Context: an optimization exercise on an open-source flow, tuned for small area. The choices shown serve that exercise and are no tape-out recipe. Function was checked by simulation only, so behaviour that the tests miss may differ from the original. Power is estimated from default activity; no workload was simulated.

[flow/design.v]
module ram_memory
#(
    parameter BUS_WIDTH = 32,
    parameter ADDR_BASE = 0,
    parameter MEM_SIZE = 64
)
(
    input clk,
    input nreset,
    input write_en,
    input [BUS_WIDTH - 1 : 0]addr_write,
    input [BUS_WIDTH - 1 : 0]data_write,
    input [BUS_WIDTH - 1 : 0]addr_read,
    output [BUS_WIDTH - 1 : 0]data_read,
    output ready
);
reg ready_buffer;
reg phase;
reg [MEM_SIZE - 1 : 0]valid;
wire [BUS_WIDTH - 1 : 0]addr_write_internal = addr_write - ADDR_BASE;
wire [BUS_WIDTH - 1 : 0]addr_read_internal = addr_read - ADDR_BASE;
wire read_in_range = addr_read_internal < MEM_SIZE;
wire write_in_range = addr_write_internal < MEM_SIZE;
wire write_ok = write_en & read_in_range & write_in_range;
wire [BUS_WIDTH - 1 : 0]data_write_coded = data_write ^ {BUS_WIDTH{~phase}};
assign ready = ready_buffer;
always @(posedge clk or negedge nreset)
begin
    if(!nreset)
    begin
        ready_buffer <= 1'b0;
        phase <= 1'b0;
    end
    else
    begin
        ready_buffer <= 1'b1;
        phase <= ~phase;
    end
end
wire [MEM_SIZE - 1 : 0]read_select;
wire [BUS_WIDTH - 1 : 0]word_data[MEM_SIZE - 1 : 0];
genvar w;
generate
for(w = 0; w < MEM_SIZE; w = w + 1)
begin : word
    wire write_word = write_ok & (addr_write_internal == w);
    reg [BUS_WIDTH - 1 : 0]data;
    always @(posedge clk or negedge nreset)
    begin
        if(!nreset)
            valid[w] <= 1'b0;
        else if(write_word)
            valid[w] <= 1'b1;
    end
    always @(posedge clk)
    begin
        if(write_word)
            data <= data_write_coded;
        else
            data <= ~data;
    end
    assign read_select[w] = (addr_read_internal == w);
    assign word_data[w] = data & {BUS_WIDTH{read_select[w]}};
end
endgenerate
reg [BUS_WIDTH - 1 : 0]read_coded;
integer index;
always @(*)
begin
    read_coded = 'd0;
    for(index = 0; index < MEM_SIZE; index = index + 1)
        read_coded = read_coded | word_data[index];
end
wire read_valid = read_in_range & valid[addr_read_internal[5:0]];
assign data_read = (read_coded ^ {BUS_WIDTH{phase}}) & {BUS_WIDTH{read_valid}};
endmodule
[flow/flow/run.sh]
#!/bin/bash
# Own layout flow: the standard synthesis, then the logic between its registers
# replaced by a hand-mapped netlist (flow/gen_netlist.py, same registers, same
# names and cell types), then the standard layout steps on that netlist.
set -euo pipefail
cd "$(dirname "$0")/.."
R=orfs/results/${FLOW_PLATFORM}/ram_memory/base

bash standard.sh synth > synth_std.log 2>&1

cp $R/1_2_yosys.v std_synth.v
python3 flow/gen_netlist.py hand_netlist.v std_synth.v > gen_netlist.log 2>&1
cp hand_netlist.v $R/1_2_yosys.v
rm -f $R/1_synth.odb $R/1_synth.sdc

export CTS_ARGS="-sink_clustering_enable -repair_clock_nets -dont_use_dummy_load -buf_list {sky130_fd_sc_hd__buf_4} -sink_clustering_size 10 -sink_clustering_max_diameter 60"
export BUFFER_PORTS_ARGS="-buffer_cell sky130_fd_sc_hd__buf_1"
bash standard.sh > layout.log 2>&1
[flow/flow/gen_netlist.py]
#!/usr/bin/env python3
"""Write the gate-level netlist of ram_memory (rtl/ram_memory.v) in sky130hd cells.

The registers are the ones the standard synthesis makes from the RTL, with the
same instance names and cell types; only the logic between them is mapped here
by hand:

  data flip-flop (word w, bit j):  D = o22ai(Q, we[w], dc[j], hold[w])
                                     = ~(we[w] ? dc[j] : Q)
      with dc[j] = data_write[j] ^ phase, hold[w] = ~we[w]
  read: per bit, a222oi/nand2 over the 64 words (one-hot select of the
        addressed word, only when in range and valid), a nand4/nand2, nor3,
        nand2 tree, then data_read = raw ^ (phase & any word selected)

usage: gen_netlist.py OUT.v [STANDARD_SYNTH.v]
With the standard synthesis netlist, checks that it holds exactly the same
registers (instance name and cell type) and fails otherwise.
"""
import re
import sys

W = 32        # BUS_WIDTH
N = 64        # MEM_SIZE
AB = 6        # address bits used inside the array
P = "sky130_fd_sc_hd__"


class Net:
    def __init__(self):
        self.lines = []
        self.wires = []
        self.k = 0
        self.regs = {}

    def wire(self, name=None):
        if name is None:
            name = f"n{self.k}"
            self.k += 1
        self.wires.append(name)
        return name

    def cell(self, typ, inst, **pins):
        conn = ", ".join(f".{p}({v})" for p, v in pins.items())
        self.lines.append(f"  {P}{typ} {inst} ({conn});")

    def g(self, typ, out_pin="Y", name=None, **pins):
        o = self.wire(name)
        self.cell(typ, f"g{self.k}_{len(self.lines)}", **pins, **{out_pin: o})
        return o

    def reg(self, typ, inst, **pins):
        self.regs[inst] = typ
        self.cell(typ, esc(inst), **pins)


def esc(name):
    return "\\" + name + " "


def zero_test(net, bits):
    """1 when every bit in bits is 0."""
    z = []
    for i in range(0, len(bits), 4):
        grp = bits[i:i + 4]
        if len(grp) == 4:
            z.append(net.g("nor4_1", A=grp[0], B=grp[1], C=grp[2], D=grp[3]))
        elif len(grp) == 3:
            z.append(net.g("nor3_1", A=grp[0], B=grp[1], C=grp[2]))
        elif len(grp) == 2:
            z.append(net.g("nor2_1", A=grp[0], B=grp[1]))
        else:
            z.append(net.g("inv_1", A=grp[0]))
    return and_all(net, z)


def and_all(net, sig):
    """AND of sig (active high), through alternating nand4 and nor3 levels."""
    while True:
        if len(sig) == 1:
            return sig[0]
        low = []
        for i in range(0, len(sig), 4):
            grp = sig[i:i + 4]
            typ = {4: "nand4_1", 3: "nand3_1", 2: "nand2_1", 1: "inv_1"}[len(grp)]
            pins = dict(zip("ABCD", grp)) if len(grp) > 1 else {"A": grp[0]}
            low.append(net.g(typ, **pins))
        if len(low) == 1:
            return net.g("inv_1", A=low[0])
        sig = []
        for i in range(0, len(low), 3):
            grp = low[i:i + 3]
            typ = {3: "nor3_1", 2: "nor2_1", 1: "inv_1"}[len(grp)]
            pins = dict(zip("ABC", grp)) if len(grp) > 1 else {"A": grp[0]}
            sig.append(net.g(typ, **pins))


def or_tree_low(net, terms, sizes=(4, 2, 4, 2, 4)):
    """OR of the functions whose complements are terms (active low), active high.
    Alternating nand and nor levels, sizes[k] inputs per gate at level k."""
    sig = terms
    low = True   # sig holds active-low values
    k = 0
    while len(sig) > 1 or low:
        step = sizes[k]
        k += 1
        nxt = []
        for i in range(0, len(sig), step):
            grp = sig[i:i + step]
            if low:
                typ = {4: "nand4_1", 3: "nand3_1", 2: "nand2_1", 1: "inv_1"}[len(grp)]
            else:
                typ = {4: "nor4_1", 3: "nor3_1", 2: "nor2_1", 1: "inv_1"}[len(grp)]
            pins = dict(zip("ABCD", grp)) if len(grp) > 1 else {"A": grp[0]}
            nxt.append(net.g(typ, **pins))
        sig = nxt
        low = not low
    return sig[0]


def or_tree_high(net, sig):
    """OR of sig (active high), through alternating nor4 and nand3 levels."""
    while True:
        low = []
        for i in range(0, len(sig), 4):
            grp = sig[i:i + 4]
            typ = {4: "nor4_1", 3: "nor3_1", 2: "nor2_1", 1: "inv_1"}[len(grp)]
            pins = dict(zip("ABCD", grp)) if len(grp) > 1 else {"A": grp[0]}
            low.append(net.g(typ, **pins))
        if len(low) == 1:
            return net.g("inv_1", A=low[0])
        sig = []
        for i in range(0, len(low), 4):
            grp = low[i:i + 4]
            typ = {4: "nand4_1", 3: "nand3_1", 2: "nand2_1", 1: "inv_1"}[len(grp)]
            pins = dict(zip("ABCD", grp)) if len(grp) > 1 else {"A": grp[0]}
            sig.append(net.g(typ, **pins))
        if len(sig) == 1:
            return sig[0]


def mux_terms(net, sel, val):
    """Active-low terms whose AND is ~OR(sel[i] & val[i])."""
    terms = []
    n = len(sel)
    i = 0
    while i < n:
        k = min(3, n - i)
        if k == 3:
            terms.append(net.g("a222oi_1", A1=sel[i], A2=val[i], B1=sel[i + 1], B2=val[i + 1],
                               C1=sel[i + 2], C2=val[i + 2]))
        elif k == 2:
            terms.append(net.g("a22oi_1", A1=sel[i], A2=val[i], B1=sel[i + 1], B2=val[i + 1]))
        else:
            terms.append(net.g("nand2_1", A=sel[i], B=val[i]))
        i += k
    return terms


def predecode(net, bits, extra=None):
    """8 one-hot lines from 3 address bits (and extra, if given)."""
    inv = [net.g("inv_1", A=b) for b in bits]
    out = []
    for v in range(8):
        lits = [bits[t] if (v >> t) & 1 else inv[t] for t in range(3)]
        if extra is None:
            out.append(net.g("and3_1", out_pin="X", A=lits[0], B=lits[1], C=lits[2]))
        else:
            out.append(net.g("and4_1", out_pin="X", A=lits[0], B=lits[1], C=lits[2], D=extra))
    return out


def build():
    net = Net()
    aw = [f"addr_write[{i}]" for i in range(W)]
    ar = [f"addr_read[{i}]" for i in range(W)]
    dw = [f"data_write[{i}]" for i in range(W)]
    dr = [f"data_read[{i}]" for i in range(W)]

    # ready and phase
    one = net.wire()
    net.cell("conb_1", "tie_hi", HI=one)
    net.reg("dfrtp_1", "ready_buffer$_DFF_PN0_", CLK="clk", D=one, Q="ready", RESET_B="nreset")
    phase = net.wire("phase")
    phase_d = net.g("inv_1", A=phase)
    net.reg("dfrtp_1", "phase$_DFF_PN0_", CLK="clk", D=phase_d, Q=phase, RESET_B="nreset")
    phase_w = net.g("buf_4", out_pin="X", A=phase)

    # address range
    rd_in = zero_test(net, ar[AB:])
    wr_in = zero_test(net, aw[AB:])
    write_ok = net.g("and3_1", out_pin="X", A="write_en", B=rd_in, C=wr_in)

    # write decode: we[w] = write_ok & (addr_write[5:0] == w)
    wlo = predecode(net, aw[0:3], extra=write_ok)
    whi = predecode(net, aw[3:6])
    we, hold = [], []
    for w in range(N):
        e = net.g("and2_2", out_pin="X", A=wlo[w % 8], B=whi[w // 8])
        we.append(e)
        hold.append(net.g("inv_2", A=e))

    # written data in the next cycle's encoding, inverted by the o22ai
    dc = []
    for j in range(W):
        x = net.g("xor2_1", out_pin="X", A=dw[j], B=phase_w)
        dc.append(net.g("buf_4", out_pin="X", A=x))

    # registers
    q = [[None] * W for _ in range(N)]
    valid = []
    for w in range(N):
        v = net.wire(esc(f"valid[{w}]"))
        vd = net.g("or2_1", out_pin="X", A=v, B=we[w])
        net.reg("dfrtp_1", f"valid[{w}]$_DFFE_PN0P_", CLK="clk", D=vd, Q=v, RESET_B="nreset")
        valid.append(v)
        for j in range(W):
            qq = net.wire(esc(f"word[{w}].data[{j}]"))
            d = net.g("o22ai_1", A1=qq, A2=we[w], B1=dc[j], B2=hold[w])
            net.reg("dfxtp_1", f"word[{w}].data[{j}]$_DFF_P_", CLK="clk", D=d, Q=qq)
            q[w][j] = qq

    # read decode: one-hot select of addr_read[5:0], only in range and only
    # for a word written since reset
    rlo = predecode(net, ar[0:3])
    rhi = predecode(net, ar[3:6], extra=rd_in)
    sel = [net.g("and3_2", out_pin="X", A=rlo[w % 8], B=rhi[w // 8], C=valid[w])
           for w in range(N)]

    # phase, where a word is selected (else the read is 0)
    any_sel = or_tree_high(net, sel)
    phase_g = net.g("and2_1", out_pin="X", A=phase, B=any_sel)
    phase_o = net.g("buf_4", out_pin="X", A=phase_g)

    for j in range(W):
        raw = or_tree_low(net, mux_terms(net, sel, [q[w][j] for w in range(N)]))
        net.cell("xor2_1", f"out_{j}", A=raw, B=phase_o, X=dr[j])

    return net


HEADER = """module ram_memory(clk, nreset, write_en, addr_write, data_write, addr_read, data_read, ready);
  input clk;
  input nreset;
  input write_en;
  input [31:0] addr_write;
  input [31:0] data_write;
  input [31:0] addr_read;
  output [31:0] data_read;
  output ready;
"""

REG = re.compile(r"^\s*(sky130_fd_sc_hd__\w+)\s+(\\\S+|\w+)\s*\(", re.M)


def std_regs(path):
    regs = {}
    for typ, inst in REG.findall(open(path).read()):
        short = typ[len(P):]
        if short.startswith(("df", "edf", "sdf", "dl")):
            regs[inst.lstrip("\\")] = short
    return regs


def main():
    net = build()
    if len(sys.argv) > 2:
        ref = std_regs(sys.argv[2])
        if ref != net.regs:
            miss = sorted(set(ref.items()) ^ set(net.regs.items()))[:10]
            sys.exit(f"registers differ from the standard synthesis: {miss}")
    with open(sys.argv[1], "w") as f:
        f.write(HEADER)
        for wname in net.wires:
            f.write(f"  wire {wname};\n")
        f.write("\n".join(net.lines))
        f.write("\nendmodule\n")


if __name__ == "__main__":
    main()
[flow/standard.sh]
#!/bin/bash
# synth_recipe.tcl (not shown) runs the flow's synth.tcl, then flattens the netlist and writes it again
# the make line also repeats each setting of config.mk as NAME=value (left out here)
make -C /OpenROAD-flow-scripts/flow DESIGN_CONFIG=/design/flow/config.mk WORK_HOME=/design/flow/orfs CLKGATE_MAP_FILE= SYNTH_SCRIPT=/design/flow/synth_recipe.tcl "${@:-finish}"
[flow/config.mk]
export PLATFORM = sky130hd
export DESIGN_NAME = ram_memory
export DESIGN_NICKNAME = ram_memory
export VERILOG_FILES = /design/flow/design.v
export SDC_FILE = /design/flow/constraint.sdc
export NUM_CORES = 8
export LEC_CHECK = 0
export CAP_MARGIN = 20
export CORE_MARGIN = 2
export CORE_UTILIZATION = 65
export GPL_TIMING_DRIVEN = 0
export PLACE_DENSITY = 0.75
export SETUP_SLACK_MARGIN = 0.1
export SLEW_MARGIN = 20
[flow/constraint.sdc]
create_clock -name core_clock -period 8.0 [get_ports {clk}]
set_input_delay 1.6000 -clock core_clock [delete_from_list [all_inputs] [get_ports {clk}]]
set_output_delay 1.6000 -clock core_clock [all_outputs]
set_load 0.01 [all_outputs]
==> flow_metrics.py, run 1 <==
metrics = {
    "clock_tree": {
        "cts-root-buf": "buf_4",
        "clock-sinks": 2114,
        "insertion_delay_ps": 1100,
        "cts_tree": "built",
        "numCtsBuffers": 229,
        "path_clk_slew_ps": 100,
        "clock_path_buffers": 3,
        "h-tree-depth": 4,
    },
    "floorplanning": {
        "die_w_um": 325,
        "rows": 117,
        "die_h_um": 325,
        "ioPinCount": 132,
        "die_area_um2": 106000,
        "initial_core_util_pct": 65.7,
        "core_um2": 102000,
    },
    "sta": {
        "max_slew_margin_pct": 30.0,
        "holdWs_ps": 444,
        "fin_skew_ps": 52.5,
        "fin_tns_setup_ps": 0,
        "fmax_mhz": 130,
        "setup_viol": 0,
        "post-route-min-period_ps": 7720,
        "rsz0062_at_grt": "false",
        "setup_ws_ps": 282,
        "hold_viol_final": 0,
        "final.period_utilization_pct": 96.5,
        "slew_violations": 0,
        "worst_pin_slew_ps": 1050,
    },
    "job": {
        "maxCapViolations": 0,
    },
    "grt": {
        "grt_first_pass_wirelength_um": 352000,
        "overflow": 0,
        "grt_usage_pct": 43.4,
        "grt_pass1_vias": 56300,
        "grt_start_max_net_pins": 65,
        "antenna_found_initial": 21,
    },
    "drt": {
        "wl_per_cell_um": 32.7,
        "drc": 0,
        "dr.pass1.iters": 14,
        "drtIter0Drc": 12100,
        "totalWireLength_um": 241000,
        "viasPerCell": 8.14,
        "ant_nets": 0,
        "num_vias": 60100,
    },
    "cells_and_area": {
        "final_cell_mix": "o22ai_1, dfxtp_1, a222oi_1",
        "finalInstanceArea_um2": 70900,
        "area_growth_pct": 6.01,
        "final_cell_count_no_fill": 7380,
        "nets": 6093,
        "drive_above_1_share_pct": 7.66,
        "fillers": 7975,
    },
    "synth": {
        "synthCells": 5630,
        "syn_nets": 5729,
        "synth.avg_cell_area_um2": 11.9,
        "syn-cell-area_um2": 66900,
        "ys_warn_count": 1,
    },
    "hold_path": {
        "holdCritPathClass": "reg -> reg",
        "whs_path_depth": 1,
    },
    "critical_path": {
        "required_ps": 6400,
        "critPathMaxFanout": 33,
        "rrSetupSlack_ps": 5400,
        "cp.arrival_ps": 6120,
        "r2r-start": "phase",
        "setup.worst_path.end_class": "primary output",
        "worstReg2RegEnd": "word[30].data[13]",
        "start_kind": "input port",
        "rr_worst_depth": 4,
        "path_class": "in -> out",
        "critPathCapture": "data_read[30]",
        "startpoint": "addr_read[14]",
    },
    "placed_design": {
        "portBuffers": 131,
        "place_hpwl_um": 131000,
        "place_area_um2": 69200,
        "gp_congestion": 0.902,
        "place_ws_ps": 470,
        "dp_cells": 7131,
    },
    "power": {
        "netSwitchingFraction_pct": 22.7,
        "powerDensity_nw_per_um2": 219,
        "vdd_drop_max_mv": 0.171,
        "clockPowerShare_pct": 30.3,
        "seqPwrFrac_pct": 67.6,
        "internal-power_mw": 12.0,
        "switchingPower_mw": 3.53,
        "power_leakage_nw": 25.8,
        "combPwrFrac_pct": 2.1,
    },
    "outcome": {
        "outcome": "no timing/DRC/antenna violations",
    },
}
-- how the worst min path moves through the flow --
stage	from	slack, ps	endpoint
finish	phase	440	phase
global route	word[32].data[8]	470	word[32].data[8]
CTS	phase	450	phase
detailed placement	phase	440	phase
global placement	phase	430	phase
floorplan	phase	410	phase
-- state kept, by name, summed over array words and instances (netlist names) --
signal,flops
phase,1
valid,64
word.data,2048
ready_buffer,1
-- layout make-up --
| type | instances | area, um2 | share of cell area, % |
|---|---|---|---|
| tap | 1368 | 1710 | 2.41 |
| multi-input combinational | 3404 | 23700 | 33.4 |
| inverter | 78 | 293 | 0.413 |
| antenna | 20 | 50.0 | 0.0705 |
| sequential | 2114 | 42700 | 60.1 |
| buffer | 34 | 255 | 0.360 |
| clock buffer | 229 | 1720 | 2.42 |
| timing repair buffer | 133 | 541 | 0.762 |
-- per-layer routing --
metal  share of wire, %  track usage, %  vias to the layer above
met3                 15            16.7                      757
met5               0.14            1.36                        -
met2                 42            62.8                     4493
met4                5.4            22.8                       22
li1                   -               -                    25200
met1                 37            56.3                    29600
-- critical path, cell delays in order --
cell and delay, ps:
buf_1 80, nor4_1 320, nand4_1 150, nor2_2 540, and4_1 600, and3_2 860, nor4_1 320, nand4_1 310
nor4_1 100, inv_1 230, and2_1 170, buf_4 400, xor2_1 220, buf_1 180
-- power groups by stage --
stage	Sequential, mW	Combinational [mW]	Clock, mW
floorplan	10.8	0.171	0
CTS	10.5	0.318	4.69
detailed placement	10.8	0.318	0
global route	10.5	0.341	5.12
finish	10.5	0.334	4.71
global placement	10.8	0.309	0
-- through the flow --
| stage | utilization (%) | power, mW |
|---|---|---|
| final | 69.6 | 15.6 |
| after CTS | 69.6 | 15.5 |
| after floorplan | - | 10.9 |
| after detailed placement | 67.9 | 11.1 |
| after global routing | 69.6 | 16.0 |
| after global placement | 67.8 | 11.1 |
-- what timing repair did --
| item | 4_1_cts | 5_1_grt |
|---|---|---|
| resized for setup | 0 | 1 |
| setup buffers | 0 | 0 |
| hold buffers | 0 | 0 |
| setup endpoints to repair | 0 | 17 |
==> run 2, diff against run 1 <==
--- a/flow/flow/run.sh
+++ b/flow/flow/run.sh
@@ -13,6 +13,6 @@
 cp hand_netlist.v $R/1_2_yosys.v
 rm -f $R/1_synth.odb $R/1_synth.sdc
 
-export CTS_ARGS="-sink_clustering_enable -repair_clock_nets -dont_use_dummy_load -buf_list {sky130_fd_sc_hd__buf_4} -sink_clustering_size 10 -sink_clustering_max_diameter 60"
+export CTS_ARGS="-sink_clustering_enable -repair_clock_nets -dont_use_dummy_load -buf_list {sky130_fd_sc_hd__buf_4} -sink_clustering_size 11 -sink_clustering_max_diameter 60"
 export BUFFER_PORTS_ARGS="-buffer_cell sky130_fd_sc_hd__buf_1"
 bash standard.sh > layout.log 2>&1
==> flow_metrics.py, run 2 <==
metrics = {
    "cells_and_area": {
        "final_cell_mix": "o22ai_1, dfxtp_1, a222oi_1",
        "drive_above_1_share_pct": 7.37,
        "reg_top3": "word.data: 2048 flops, valid: 64 flops",
        "largest_reg_flops": 2048,
        "fillers": 7985,
        "area_growth_pct": 5.78,
        "finalInstanceArea_um2": 70800,
        "top_register": "word.data",
        "final_cell_count_no_fill": 7357,
        "nets": 6074,
    },
    "grt": {
        "grt_start_max_net_pins": 65,
        "antenna_found_initial": 22,
        "grt_util_met1_pct": 56.8,
        "grt_usage_pct": 43.4,
        "grt_pass1_vias": 56000,
        "met2_usage_pct": 62.9,
        "use_met3_pct": 15.8,
        "grt_first_pass_wirelength_um": 351000,
        "top_usage_layer": "met2",
        "overflow": 0,
    },
    "clock_tree": {
        "clock-sinks": 2114,
        "hold_buffers": 0,
        "cts_setup_buffers": 0,
        "cts_resized": 0,
        "cts_tree": "built",
        "numCtsBuffers": 210,
        "h-tree-depth": 4,
        "path_clk_slew_ps": 100,
        "insertion_delay_ps": 1000,
        "cts-root-buf": "buf_4",
        "clock_path_buffers": 3,
    },
    "critical_path": {
        "critPathMaxStageDelay_ps": 830,
        "crit_top_cell": "nor4_1",
        "cp.arrival_ps": 6040,
        "path_cells": "buf_1 > nor4_1 > nand4_1 > nor2_2 > and4_1 > and3_2 > nor4_1 > nand4_1 > nor4_1 > inv_1 > and2_1 > buf_4 > xor2_1 > buf_1",
        "slowest_stage": "and3_2",
        "required_ps": 6400,
        "rrSetupSlack_ps": 5430,
        "critPathMaxFanout": 33,
        "worstReg2RegEnd": "word[39].data[13]",
        "path_class": "in -> out",
        "rr_worst_depth": 4,
        "start_kind": "input port",
        "setup.worst_path.end_class": "primary output",
        "r2r-start": "phase",
    },
    "sta": {
        "fin_skew_ps": 53.6,
        "fin_tns_setup_ps": 0,
        "final.period_utilization_pct": 95.4,
        "fmax_mhz": 131,
        "setup_viol": 0,
        "slew_violations": 0,
        "rsz0062_at_grt": "false",
        "post-route-min-period_ps": 7640,
        "hold_viol_final": 0,
        "worst_pin_slew_ps": 1070,
        "max_slew_margin_pct": 28.5,
    },
    "hold_path": {
        "holdPathEnd": "word[1].data[3]",
        "hold_start": "word[1].data[3]",
        "whs_path_depth": 1,
        "holdCritPathClass": "reg -> reg",
    },
    "floorplanning": {
        "die_h_um": 325,
        "core_um2": 102000,
        "die_area_um2": 106000,
        "rows": 117,
        "die_w_um": 325,
        "ioPinCount": 132,
        "initial_core_util_pct": 65.7,
    },
    "placed_design": {
        "gp_congestion": 0.902,
        "place_area_um2": 69200,
        "place_hpwl_um": 131000,
        "dp_cells": 7131,
        "portBuffers": 131,
    },
    "power": {
        "power_leakage_nw": 25.7,
        "powerDensity_nw_per_um2": 217,
        "vdd_drop_max_mv": 0.174,
    },
    "drt": {
        "viasPerCell": 8.16,
        "dr.pass1.iters": 11,
        "totalWireLength_um": 241000,
        "drtIter0Drc": 12500,
        "wl_per_cell_um": 32.8,
        "ant_nets": 0,
        "num_vias": 60000,
        "drc": 0,
    },
    "job": {
        "maxCapViolations": 0,
    },
    "synth": {
        "synthCells": 5630,
        "syn_nets": 5729,
        "synth.avg_cell_area_um2": 11.9,
        "ys_warn_count": 1,
        "syn-cell-area_um2": 66900,
    },
    "outcome": {
        "outcome": "no timing/DRC/antenna violations",
    },
}
## run 2: changes by cell type in the layout (fill, tap and decap cells not counted)
cell / delta
diode_2: -4
buf_4: -19
## run 2: stage by stage
step / hold WS, ps / power, mW / util [%] / worst slack (ps)
2_1_floorplan: 409 / 10.9 / - / 2390
3_3_place_gp: 427 / 11.1 / 67.8 / 516
3_5_place_dp: 437 / 11.1 / 67.9 / 470
4_1_cts: 462 / 15.4 / 69.4 / 451
5_1_grt: 471 / 15.8 / 69.5 / 253
6_report: 461 / 15.4 / 69.5 / 365
## run 2: how the worst max path moves through the flow
stage                       start       endpoint  slack (ps)  cells after the start
CTS                 addr_read[14]  data_read[10]         450                     14
global route        addr_read[14]  data_read[22]         250                     14
floorplan           addr_read[18]   data_read[0]        2390                     12
detailed placement  addr_read[14]  data_read[10]         470                     14
global placement    addr_read[14]  data_read[22]         520                     14
finish              addr_read[14]  data_read[13]         360                     14
## run 2: layout make-up
type | instances | area, um2 | area share (%)
antenna | 16 | 40.0 | 0.0566
buffer | 34 | 255 | 0.361
clock buffer | 210 | 1580 | 2.23
inverter | 78 | 293 | 0.414
multi-input combinational | 3404 | 23700 | 33.5
sequential | 2114 | 42700 | 60.2
tap | 1368 | 1710 | 2.42
timing repair buffer | 133 | 541 | 0.764
## run 2: worst max-delay path: cells and delay by family
family | cells | cell delay (ps)
buf+inv | 4 | 870
xor+xnor | 1 | 210
simple gates | 9 | 3290
## run 2: routing by layer
layer	part of all wire, %	up-vias
met2	42	4444
met5	0.051	-
met1	37	29700
met4	5.3	20
met3	15	738
li1	-	25100
## run 2: power breakdown
part	total, mW	switching [mW]	leakage, nW	internal, mW
clock network	4.54	3.21	1.01	1.32
logic	0.334	0.260	4.98	0.0743
registers	10.5	0.0000565	19.7	10.5
total	15.4	3.47	25.7	11.9
==> run 3, diff against run 2 <==
--- a/flow/flow/gen_netlist.py
+++ b/flow/flow/gen_netlist.py
@@ -94,7 +94,7 @@
             sig.append(net.g(typ, **pins))
 
 
-def or_tree_low(net, terms, sizes=(4, 2, 4, 2, 4)):
+def or_tree_low(net, terms, sizes=(4, 3, 2, 4, 2)):
     """OR of the functions whose complements are terms (active low), active high.
     Alternating nand and nor levels, sizes[k] inputs per gate at level k."""
     sig = terms
==> flow_metrics.py, run 3 <==
metrics = {
    "sta": {
        "holdWs_ps": 457,
        "max_slew_margin_pct": 27.5,
        "setup_viol": 0,
        "setup_ws_ps": 89.7,
        "final.period_utilization_pct": 98.9,
        "slew_violations": 0,
        "rsz0062_at_grt": "false",
        "fin_skew_ps": 70.6,
        "fmax_mhz": 126,
        "hold_viol_final": 0,
        "post-route-min-period_ps": 7910,
        "worst_pin_slew_ps": 1090,
        "fin_tns_setup_ps": 0,
    },
    "grt": {
        "grt_start_max_net_pins": 65,
        "grt_pass1_vias": 55300,
        "grt_first_pass_wirelength_um": 353000,
        "antenna_found_initial": 15,
        "overflow": 0,
        "grt_usage_pct": 43.6,
    },
    "cells_and_area": {
        "drive_above_1_share_pct": 7.42,
        "final_cell_mix": "o22ai_1, dfxtp_1, a222oi_1",
        "reg_top3": "word.data: 2048 flops, valid: 64 flops",
        "area_growth_pct": 6.06,
        "finalInstanceArea_um2": 70900,
        "multi_input_area_um2": 23800,
        "seqCellArea_um2": 42700,
        "top_register": "word.data",
        "fillers": 7850,
        "nets": 6042,
        "fin_util_pct": 69.6,
        "largest_reg_flops": 2048,
    },
    "clock_tree": {
        "numCtsBuffers": 210,
        "hold_buffers": 0,
        "cts_tree": "built",
        "path_clk_slew_ps": 100,
        "h-tree-depth": 4,
        "clock-sinks": 2114,
        "insertion_delay_ps": 1090,
        "cts-root-buf": "buf_4",
        "clock_path_buffers": 3,
    },
    "hold_path": {
        "holdCritPathClass": "in -> async",
    },
    "placed_design": {
        "gp_congestion": 0.945,
        "place_area_um2": 69100,
        "place_ws_ps": 84.2,
        "portBuffers": 131,
        "place_hpwl_um": 134000,
    },
    "synth": {
        "synthCells": 5598,
        "ys_warn_count": 1,
        "syn-cell-area_um2": 66800,
        "syn_nets": 5697,
        "synth.avg_cell_area_um2": 11.9,
    },
    "drt": {
        "viasPerCell": 8.25,
        "drtIter0Drc": 13200,
        "ant_nets": 0,
        "dr.pass1.iters": 14,
        "totalWireLength_um": 243000,
        "drc": 0,
        "wl_per_cell_um": 33.2,
        "num_vias": 60400,
    },
    "outcome": {
        "outcome": "no timing/DRC/antenna violations",
    },
    "critical_path": {
        "cp.arrival_ps": 6310,
        "start_kind": "input port",
        "critPathMaxFanout": 33,
        "setup.worst_path.end_class": "primary output",
        "path_class": "in -> out",
        "required_ps": 6400,
    },
    "floorplanning": {
        "die_area_um2": 105000,
        "die_w_um": 325,
        "ioPinCount": 132,
        "rows": 117,
        "initial_core_util_pct": 65.6,
        "die_h_um": 325,
        "core_um2": 102000,
    },
    "power": {
        "power_leakage_nw": 25.7,
        "vdd_drop_max_mv": 0.179,
        "powerDensity_nw_per_um2": 218,
    },
    "job": {
        "maxCapViolations": 0,
    },
}
## run 3: path summary, 6_finish.rpt
check	end	depth (start not counted)	slack, ps	from
hold / removal	valid[13]	1	460	nreset
setup / recovery	data_read[18]	12	90	addr_read[20]
max in group asynchronous	valid[0]	2	6950	nreset
min in group core_clock	word[31].data[29]	1	460	word[31].data[29]
hold reg to reg	word[31].data[29]	1	460	word[31].data[29]
setup reg to reg	word[38].data[0]	4	5300	phase
## run 3: layout make-up
cell class / count / area share (%)
multi-input cells: 3372 / 33.6
flip-flops and latches: 2114 / 60.2
diodes: 15 / 0.0530
plain buffers: 34 / 0.360
repair buffers: 133 / 0.752
clock buffers: 210 / 2.22
inverters: 78 / 0.413
well taps: 1368 / 2.41
## run 3: metrics by stage
step                instances  power [mW]
finish                   7324        15.4
global route             7317        15.8
CTS                      7309        15.4
detailed placement       7099        11.1
global placement         7097        11.1
floorplan                5598        10.9
## run 3: metal layers
layer	global-route usage, %	part of all wire, %	vias up
met5	0	0.033	-
met4	18.6	4.2	12
met3	14.8	16	704
met2	61.1	42	4933
met1	61.4	38	29700
li1	-	-	25100
## run 3: report_power, final
part           switching [mW]  internal [mW]
combinational           0.262         0.0741
sequential           0.000237           10.5
clock                    3.25           1.32
## run 3: worst max-delay path, cell delays in order
cell,delay [ps]
buf_1,460
nor4_1,110
nand4_1,260
nor2_2,170
and4_1,460
and3_4,410
a222oi_1,720
nand4_1,510
nor3_1,770
nand2_1,320
xor2_1,290
buf_1,180
## run 3: repair_timing
action / 4_1_cts / 5_1_grt
gates resized for setup: 1 / 49
pin swaps: 0 / 1
setup buffers: 0 / 0
endpoints found under the setup margin: 3 / 27
==> run 4, diff against run 3 <==
--- a/flow/design.v
+++ b/flow/design.v
@@ -71,6 +71,6 @@
     for(index = 0; index < MEM_SIZE; index = index + 1)
         read_coded = read_coded | word_data[index];
 end
-wire read_valid = read_in_range & valid[addr_read_internal[5:0]];
+wire read_valid = read_in_range & valid[addr_read_internal];
 assign data_read = (read_coded ^ {BUS_WIDTH{phase}}) & {BUS_WIDTH{read_valid}};
 endmodule
--- a/flow/flow/gen_netlist.py
+++ b/flow/flow/gen_netlist.py
@@ -94,7 +94,7 @@
             sig.append(net.g(typ, **pins))
 
 
-def or_tree_low(net, terms, sizes=(4, 3, 2, 4, 2)):
+def or_tree_low(net, terms, sizes=(4, 2, 4, 2, 4)):
     """OR of the functions whose complements are terms (active low), active high.
     Alternating nand and nor levels, sizes[k] inputs per gate at level k."""
     sig = terms
==> flow_metrics.py, run 4 <==
metrics = {
    "clock_tree": {
        "hold_buffers": 0,
        "insertion_delay_ps": 1000,
        "cts-root-buf": "buf_4",
        "cts_tree": "built",
        "clock_path_buffers": 3,
        "h-tree-depth": 4,
        "cts_resized": 0,
        "path_clk_slew_ps": 100,
        "clock-sinks": 2114,
        "cts_setup_buffers": 0,
        "numCtsBuffers": 210,
    },
    "outcome": {
        "outcome": "no timing/DRC/antenna violations",
    },
    "sta": {
        "rsz0062_at_grt": "false",
        "holdWs_ps": 461,
        "fin_tns_setup_ps": 0,
        "post-route-min-period_ps": 7640,
        "worst_pin_slew_ps": 1070,
        "fin_skew_ps": 53.6,
        "slew_violations": 0,
        "hold_viol_final": 0,
        "setup_viol": 0,
        "max_slew_margin_pct": 28.5,
        "final.period_utilization_pct": 95.4,
        "fmax_mhz": 131,
    },
    "placed_design": {
        "portBuffers": 131,
        "place_hpwl_um": 131000,
        "place_area_um2": 69200,
        "gp_congestion": 0.902,
    },
    "drt": {
        "drtIter0Drc": 12500,
        "dr.pass1.iters": 11,
        "viasPerCell": 8.16,
        "drc": 0,
        "wl_per_cell_um": 32.8,
        "num_vias": 60000,
        "ant_nets": 0,
        "totalWireLength_um": 241000,
    },
    "power": {
        "switchingPower_mw": 3.47,
        "power_leakage_nw": 25.7,
        "netSwitchingFraction_pct": 22.6,
        "powerDensity_nw_per_um2": 217,
        "combPwrFrac_pct": 2.2,
        "seqPwrFrac_pct": 68.4,
        "internal-power_mw": 11.9,
        "clockPowerShare_pct": 29.5,
        "vdd_drop_max_mv": 0.174,
    },
    "floorplanning": {
        "core_um2": 102000,
        "die_area_um2": 106000,
        "die_w_um": 325,
        "die_h_um": 325,
        "rows": 117,
        "ioPinCount": 132,
        "initial_core_util_pct": 65.7,
    },
    "critical_path": {
        "startpoint": "addr_read[14]",
        "rrSetupSlack_ps": 5430,
        "critPathMaxFanout": 33,
        "rr_worst_depth": 4,
        "worstReg2RegEnd": "word[39].data[13]",
        "required_ps": 6400,
        "path_class": "in -> out",
        "start_kind": "input port",
        "r2r-start": "phase",
        "cp.arrival_ps": 6040,
        "setup.worst_path.end_class": "primary output",
    },
    "grt": {
        "grt_usage_pct": 43.4,
        "grt_pass1_vias": 56000,
        "overflow": 0,
        "grt_start_max_net_pins": 65,
        "antenna_found_initial": 22,
        "grt_first_pass_wirelength_um": 351000,
    },
    "cells_and_area": {
        "area_growth_pct": 5.78,
        "reg_top3": "word.data: 2048 flops, valid: 64 flops",
        "top_register": "word.data",
        "finalInstanceArea_um2": 70800,
        "final_cell_mix": "o22ai_1, dfxtp_1, a222oi_1",
        "largest_reg_flops": 2048,
        "drive_above_1_share_pct": 7.37,
        "nets": 6074,
    },
    "job": {
        "maxCapViolations": 0,
    },
    "synth": {
        "synthCells": 5630,
        "syn_nets": 5729,
        "synth.avg_cell_area_um2": 11.9,
        "syn-cell-area_um2": 66900,
        "ys_warn_count": 1,
    },
    "hold_path": {
        "holdCritPathClass": "reg -> reg",
        "holdPathEnd": "word[1].data[3]",
        "whs_path_depth": 1,
        "hold_start": "word[1].data[3]",
    },
}
[run 4: worst max-delay path by stage]
stage,end,slack [ps]
after floorplan,data_read[0],2390
after global placement,data_read[22],520
after detailed placement,data_read[10],470
after CTS,data_read[10],450
after global routing,data_read[22],250
final,data_read[13],360
[run 4: through the flow]
stage | cells | total power [mW] | worst slack (ps) | utilization [%]
after CTS | 7341 | 15.4 | 451 | 69.4
after global placement | 7129 | 11.1 | 516 | 67.8
after global routing | 7348 | 15.8 | 253 | 69.5
final | 7357 | 15.4 | 365 | 69.5
after detailed placement | 7131 | 11.1 | 470 | 67.9
after floorplan | 5630 | 10.9 | 2390 | -
[run 4: layout make-up]
| class | count | area (um2) |
|---|---|---|
| diodes | 16 | 40.0 |
| plain buffers | 34 | 255 |
| flip-flops and latches | 2114 | 42700 |
| repair buffers | 133 | 541 |
| fillers | 7985 | 31100 |
| well taps | 1368 | 1710 |
| clock buffers | 210 | 1580 |
| inverters | 78 | 293 |
| multi-input cells | 3404 | 23700 |
[run 4: critical path: stages]
cell and delay, ps:
buf_1 80, nor4_1 320, nand4_1 150, nor2_2 520
and4_1 580, and3_2 830, nor4_1 310, nand4_1 310
nor4_1 100, inv_1 220, and2_1 170, buf_4 390
xor2_1 210, buf_1 180
[run 4: power groups by stage]
stage	Sequential [mW]	Clock [mW]	Combinational (mW)
3_5_place_dp	10.8	0	0.318
5_1_grt	10.5	4.94	0.341
6_report	10.5	4.54	0.334
2_1_floorplan	10.8	0	0.171
4_1_cts	10.5	4.54	0.318
3_3_place_gp	10.8	0	0.309
[run 4: metal layers]
| layer | part of all wire [%] | up-vias | GRT usage [%] |
|---|---|---|---|
| li1 | - | 25100 | - |
| met1 | 37 | 29700 | 56.8 |
| met2 | 42 | 4444 | 62.9 |
| met3 | 15 | 738 | 15.8 |
| met4 | 5.3 | 20 | 22.7 |
| met5 | 0.051 | - | 0.0906 |
==> run 5, diff against run 4 <==
--- a/flow/flow/run.sh
+++ b/flow/flow/run.sh
@@ -13,6 +13,6 @@
 cp hand_netlist.v $R/1_2_yosys.v
 rm -f $R/1_synth.odb $R/1_synth.sdc
 
-export CTS_ARGS="-sink_clustering_enable -repair_clock_nets -dont_use_dummy_load -buf_list {sky130_fd_sc_hd__buf_4} -sink_clustering_size 11 -sink_clustering_max_diameter 60"
+export CTS_ARGS="-sink_clustering_enable -repair_clock_nets -dont_use_dummy_load -buf_list {sky130_fd_sc_hd__buf_4} -sink_clustering_size 12 -sink_clustering_max_diameter 40"
 export BUFFER_PORTS_ARGS="-buffer_cell sky130_fd_sc_hd__buf_1"
 bash standard.sh > layout.log 2>&1
--- a/flow/config.mk
+++ b/flow/config.mk
@@ -7,8 +7,8 @@
 export LEC_CHECK = 0
 export CAP_MARGIN = 20
 export CORE_MARGIN = 2
-export CORE_UTILIZATION = 65
+export CORE_UTILIZATION = 75
 export GPL_TIMING_DRIVEN = 0
-export PLACE_DENSITY = 0.75
+export PLACE_DENSITY = 0.85
 export SETUP_SLACK_MARGIN = 0.1
 export SLEW_MARGIN = 20
==> flow_metrics.py, run 5 <==
metrics = {
    "outcome": {
        "outcome": "no timing/DRC/antenna violations",
    },
    "floorplanning": {
        "rows": 109,
        "die_h_um": 303,
        "core_um2": 88400,
        "ioPinCount": 132,
        "initial_core_util_pct": 75.7,
        "die_w_um": 303,
        "die_area_um2": 91600,
    },
    "clock_tree": {
        "hold_buffers": 0,
        "h-tree-depth": 4,
        "cts-root-buf": "buf_4",
        "clock_path_buffers": 3,
        "cts_setup_buffers": 0,
        "numCtsBuffers": 204,
        "cts_resized": 0,
        "cts_tree": "built",
        "path_clk_slew_ps": 110,
        "insertion_delay_ps": 1060,
        "clock-sinks": 2114,
    },
    "drt": {
        "drc": 0,
        "viasPerCell": 8.53,
        "num_vias": 61000,
        "totalWireLength_um": 237000,
        "wl_per_cell_um": 33.1,
        "ant_nets": 0,
        "drtIter0Drc": 14900,
        "dr.pass1.iters": 15,
    },
    "grt": {
        "antenna_found_initial": 20,
        "grt_pass1_vias": 55600,
        "grt_start_max_net_pins": 65,
        "overflow": 0,
        "grt_usage_pct": 49.3,
        "grt_first_pass_wirelength_um": 341000,
    },
    "sta": {
        "slew_violations": 0,
        "fin_tns_setup_ps": 0,
        "setup_viol": 0,
        "post-route-min-period_ps": 7660,
        "max_slew_margin_pct": 22.8,
        "setup_ws_ps": 341,
        "worst_pin_slew_ps": 1160,
        "fin_skew_ps": 55.6,
        "rsz0062_at_grt": "false",
        "hold_viol_final": 0,
        "final.period_utilization_pct": 95.7,
        "fmax_mhz": 131,
    },
    "critical_path": {
        "slowest_stage": "and3_2",
        "cp.arrival_ps": 6060,
        "setup.worst_path.end_class": "primary output",
        "start_kind": "input port",
        "path_cells": "buf_1 > nor4_1 > nand4_1 > nor2_1 > and4_1 > and3_2 > nor4_1 > nand4_1 > nor4_1 > inv_1 > and2_1 > buf_4 > xor2_1 > buf_1",
        "crit_top_cell": "nor4_1",
        "r2r-start": "phase",
        "required_ps": 6400,
        "critPathMaxStageDelay_ps": 830,
        "path_class": "in -> out",
        "startpoint": "addr_read[6]",
        "critPathMaxFanout": 33,
    },
    "synth": {
        "syn-cell-area_um2": 66900,
        "syn_nets": 5729,
        "synthCells": 5630,
        "ys_warn_count": 1,
        "synth.avg_cell_area_um2": 11.9,
    },
    "power": {
        "powerDensity_nw_per_um2": 217,
        "vdd_drop_max_mv": 0.186,
        "total_power_mw": 15.3,
        "power_leakage_nw": 25.7,
    },
    "cells_and_area": {
        "fillers": 5751,
        "top_register": "word.data",
        "area_growth_pct": 5.33,
        "nets": 6068,
        "final_cell_count_no_fill": 7151,
        "final_cell_mix": "o22ai_1, dfxtp_1, a222oi_1",
        "reg_top3": "word.data: 2048 flops, valid: 64 flops",
        "drive_above_1_share_pct": 7.26,
        "largest_reg_flops": 2048,
    },
    "placed_design": {
        "dp_cells": 6928,
        "gp_congestion": 0.962,
        "place_ws_ps": 655,
        "place_hpwl_um": 133000,
        "portBuffers": 131,
    },
    "hold_path": {
        "holdCritPathClass": "in -> async",
    },
    "job": {
        "maxCapViolations": 0,
    },
}
==> run 5: cell count changes in the layout (fill, tap and decap cells not counted) <==
cell,change
buf_4,-6
diode_2,+3
buf_12,+1
buf_16,-1
nor2_1,+1
nor2_2,-1
==> run 5: cell type report <==
type	instances	area [um2]	area share (%)
sequential	2114	42700	60.5
antenna	19	47.5	0.0674
clock buffer	204	1530	2.17
inverter	78	293	0.415
timing repair buffer	133	533	0.756
buffer	34	255	0.362
tap	1165	1460	2.07
multi-input combinational	3404	23700	33.7
==> run 5: final timing paths <==
| check | cells after the start | end | slack [ps] |
|---|---|---|---|
| min reg2reg | 1 | word[6].data[12] | 460 |
| min in group core_clock | 1 | word[6].data[12] | 460 |
| min | 1 | valid[1] | 430 |
| max reg2reg | 4 | word[29].data[9] | 5370 |
| max | 14 | data_read[10] | 340 |
| max in group asynchronous | 3 | valid[37] | 6830 |
==> run 5: worst max-delay path: cells and delay by family <==
family / cells / cell delay, ps
xor+xnor: 1 / 290
simple gates: 9 / 3350
buf+inv: 4 / 790
==> run 5: layer usage <==
metal	vias up	part of all wire, %	GRT usage, %
li1	25100	-	-
met1	29500	35	64.2
met2	5393	41	68.0
met3	917	17	20.1
met4	20	7.1	31.0
met5	-	0.054	0
==> run 5: per-stage QoR <==
step	hold slack (ps)	util [%]	cell area (um2)
after floorplan	409	-	66900
after global placement	439	77.9	68900
after detailed placement	443	78.0	68900
after CTS	394	79.7	70400
after global routing	425	79.8	70500
final	431	79.8	70500
==> run 5: power breakdown <==
| part | switching [mW] | total [mW] | leakage [nW] | internal, mW |
|---|---|---|---|---|
| registers | 0.000335 | 10.5 | 19.7 | 10.5 |
| logic | 0.273 | 0.347 | 4.98 | 0.0740 |
| clock network | 3.16 | 4.45 | 0.980 | 1.29 |
| total | 3.44 | 15.3 | 25.7 | 11.9 |
==> run 6, diff against run 5 <==
--- a/flow/design.v
+++ b/flow/design.v
@@ -71,6 +71,6 @@
     for(index = 0; index < MEM_SIZE; index = index + 1)
         read_coded = read_coded | word_data[index];
 end
-wire read_valid = read_in_range & valid[addr_read_internal];
+wire read_valid = read_in_range & valid[addr_read_internal[5:0]];
 assign data_read = (read_coded ^ {BUS_WIDTH{phase}}) & {BUS_WIDTH{read_valid}};
 endmodule
==> flow_metrics.py, run 6 <==
metrics = {
    "outcome": {
        "outcome": "no timing/DRC/antenna violations",
    },
    "clock_tree": {
        "cts_resized": 0,
        "cts_setup_buffers": 0,
        "cts-root-buf": "buf_4",
        "hold_buffers": 0,
        "clock_path_buffers": 3,
        "cts_tree": "built",
        "h-tree-depth": 4,
        "numCtsBuffers": 204,
        "path_clk_slew_ps": 110,
        "insertion_delay_ps": 1060,
        "clock-sinks": 2114,
    },
    "cells_and_area": {
        "drive_above_1_share_pct": 7.26,
        "fillers": 5751,
        "top_register": "word.data",
        "nets": 6068,
        "final_cell_mix": "o22ai_1, dfxtp_1, a222oi_1",
        "largest_reg_flops": 2048,
        "reg_top3": "word.data: 2048 flops, valid: 64 flops",
        "area_growth_pct": 5.33,
    },
    "sta": {
        "rsz0062_at_grt": "false",
        "final.period_utilization_pct": 95.7,
        "setup_viol": 0,
        "max_slew_margin_pct": 22.8,
        "fin_skew_ps": 55.6,
        "post-route-min-period_ps": 7660,
        "worst_pin_slew_ps": 1160,
        "fmax_mhz": 131,
        "fin_tns_setup_ps": 0,
        "setup_ws_ps": 341,
        "hold_viol_final": 0,
        "slew_violations": 0,
    },
    "floorplanning": {
        "rows": 109,
        "core_um2": 88400,
        "die_w_um": 303,
        "die_area_um2": 91600,
        "ioPinCount": 132,
        "initial_core_util_pct": 75.7,
        "die_h_um": 303,
    },
    "power": {
        "vdd_drop_max_mv": 0.186,
        "powerDensity_nw_per_um2": 217,
        "power_leakage_nw": 25.7,
    },
    "placed_design": {
        "place_ws_ps": 655,
        "portBuffers": 131,
        "gp_congestion": 0.962,
        "place_hpwl_um": 133000,
    },
    "synth": {
        "synth.avg_cell_area_um2": 11.9,
        "ys_warn_count": 1,
        "syn-cell-area_um2": 66900,
        "synthCells": 5630,
        "syn_nets": 5729,
    },
    "critical_path": {
        "required_ps": 6400,
        "start_kind": "input port",
        "path_class": "in -> out",
        "setup.worst_path.end_class": "primary output",
        "startpoint": "addr_read[6]",
        "critPathMaxFanout": 33,
        "r2r-start": "phase",
        "cp.arrival_ps": 6060,
    },
    "grt": {
        "antenna_found_initial": 20,
        "overflow": 0,
        "grt_start_max_net_pins": 65,
        "grt_usage_pct": 49.3,
        "grt_first_pass_wirelength_um": 341000,
        "grt_pass1_vias": 55600,
    },
    "drt": {
        "drtIter0Drc": 14900,
        "drc": 0,
        "dr.pass1.iters": 15,
        "totalWireLength_um": 237000,
        "ant_nets": 0,
        "wl_per_cell_um": 33.1,
        "num_vias": 61000,
        "viasPerCell": 8.53,
    },
    "job": {
        "maxCapViolations": 0,
    },
    "hold_path": {
        "holdCritPathClass": "in -> async",
    },
}
## run 6: worst paths after layout
path	end	slack, ps	depth (start not counted)
setup / recovery	data_read[10]	340	14
hold / removal	valid[1]	430	1
setup reg to reg	word[29].data[9]	5370	4
hold reg to reg	word[6].data[12]	460	1
max in group asynchronous	valid[37]	6830	3
min in group core_clock	word[6].data[12]	460	1
## run 6: worst max-delay path, cell delays in order
cell and delay [ps]:
buf_1 70, nor4_1 290, nand4_1 140, nor2_1 710, and4_1 560, and3_2 830
nor4_1 250, nand4_1 310, nor4_1 130, inv_1 60, and2_1 130, buf_4 470
xor2_1 290, buf_1 190
## run 6: through the flow
stage	std cells	area (um2)	power, mW	hold WS [ps]	utilization (%)
floorplan	5630	66900	10.9	409	-
global placement	6926	68900	11.1	439	77.9
detailed placement	6928	68900	11.1	443	78.0
CTS	7132	70400	15.3	394	79.7
global route	7147	70500	15.7	425	79.8
finish	7151	70500	15.3	431	79.8
## run 6: routing by layer
layer | vias to the layer above | wire length (um) | track usage, %
met3 | 917 | 41100 | 20.1
met1 | 29500 | 81800 | 64.2
met5 | - | 128 | 0
met4 | 20 | 16700 | 31.0
li1 | 25100 | - | -
met2 | 5393 | 97100 | 68.0
## run 6: layout make-up
| class | instances | area (um2) | area share [%] |
|---|---|---|---|
| Antenna cell | 19 | 47.5 | 0.0674 |
| Buffer | 34 | 255 | 0.362 |
| Clock buffer | 204 | 1530 | 2.17 |
| Inverter | 78 | 293 | 0.415 |
| Multi-Input combinational cell | 3404 | 23700 | 33.7 |
| Sequential cell | 2114 | 42700 | 60.5 |
| Tap cell | 1165 | 1460 | 2.07 |
| Timing Repair Buffer | 133 | 533 | 0.756 |
## run 6: power breakdown
part	leakage [nW]	total [mW]	switching (mW)	internal, mW
registers	19.7	10.5	0.000335	10.5
clock network	0.980	4.45	3.16	1.29
logic	4.98	0.347	0.273	0.0740
total	25.7	15.3	3.44	11.9

-- re-timing with driven ports --
In the flow no input, the clock included, has a driving cell. The finished layouts below were timed again as built, in two steps. Step 1 assumes that a clkbuf_16 drives the clock port and a buf_2 every other input. Step 2 times the ports against the registers' clock, not the clock port: input delays grow and output delays shrink by t, the midpoint of the rising clock arrivals with the driver on. Slacks: ideal / step 1 / step 2; pairs: ideal / step 1.
run	t (ns)	setup WS [ns]	worst slew at a driven data input, ns
run 1	1.140	0.282 / 0.256 / 0.256	0.16
run 2	1.071	0.365 / 0.339 / 0.339	0.16
run 3	1.131	0.090 / 0.050 / 0.050	0.18
run 4	1.071	0.365 / 0.339 / 0.339	0.16
run 5	1.114	0.341 / 0.320 / 0.320	0.14
run 6	1.114	0.341 / 0.320 / 0.320	0.14
After both steps setup and hold are still met in every run listed. The setup slack of run 3, which loses most, moves by -0.040 ns with the drivers and by -0.040 ns with both steps.
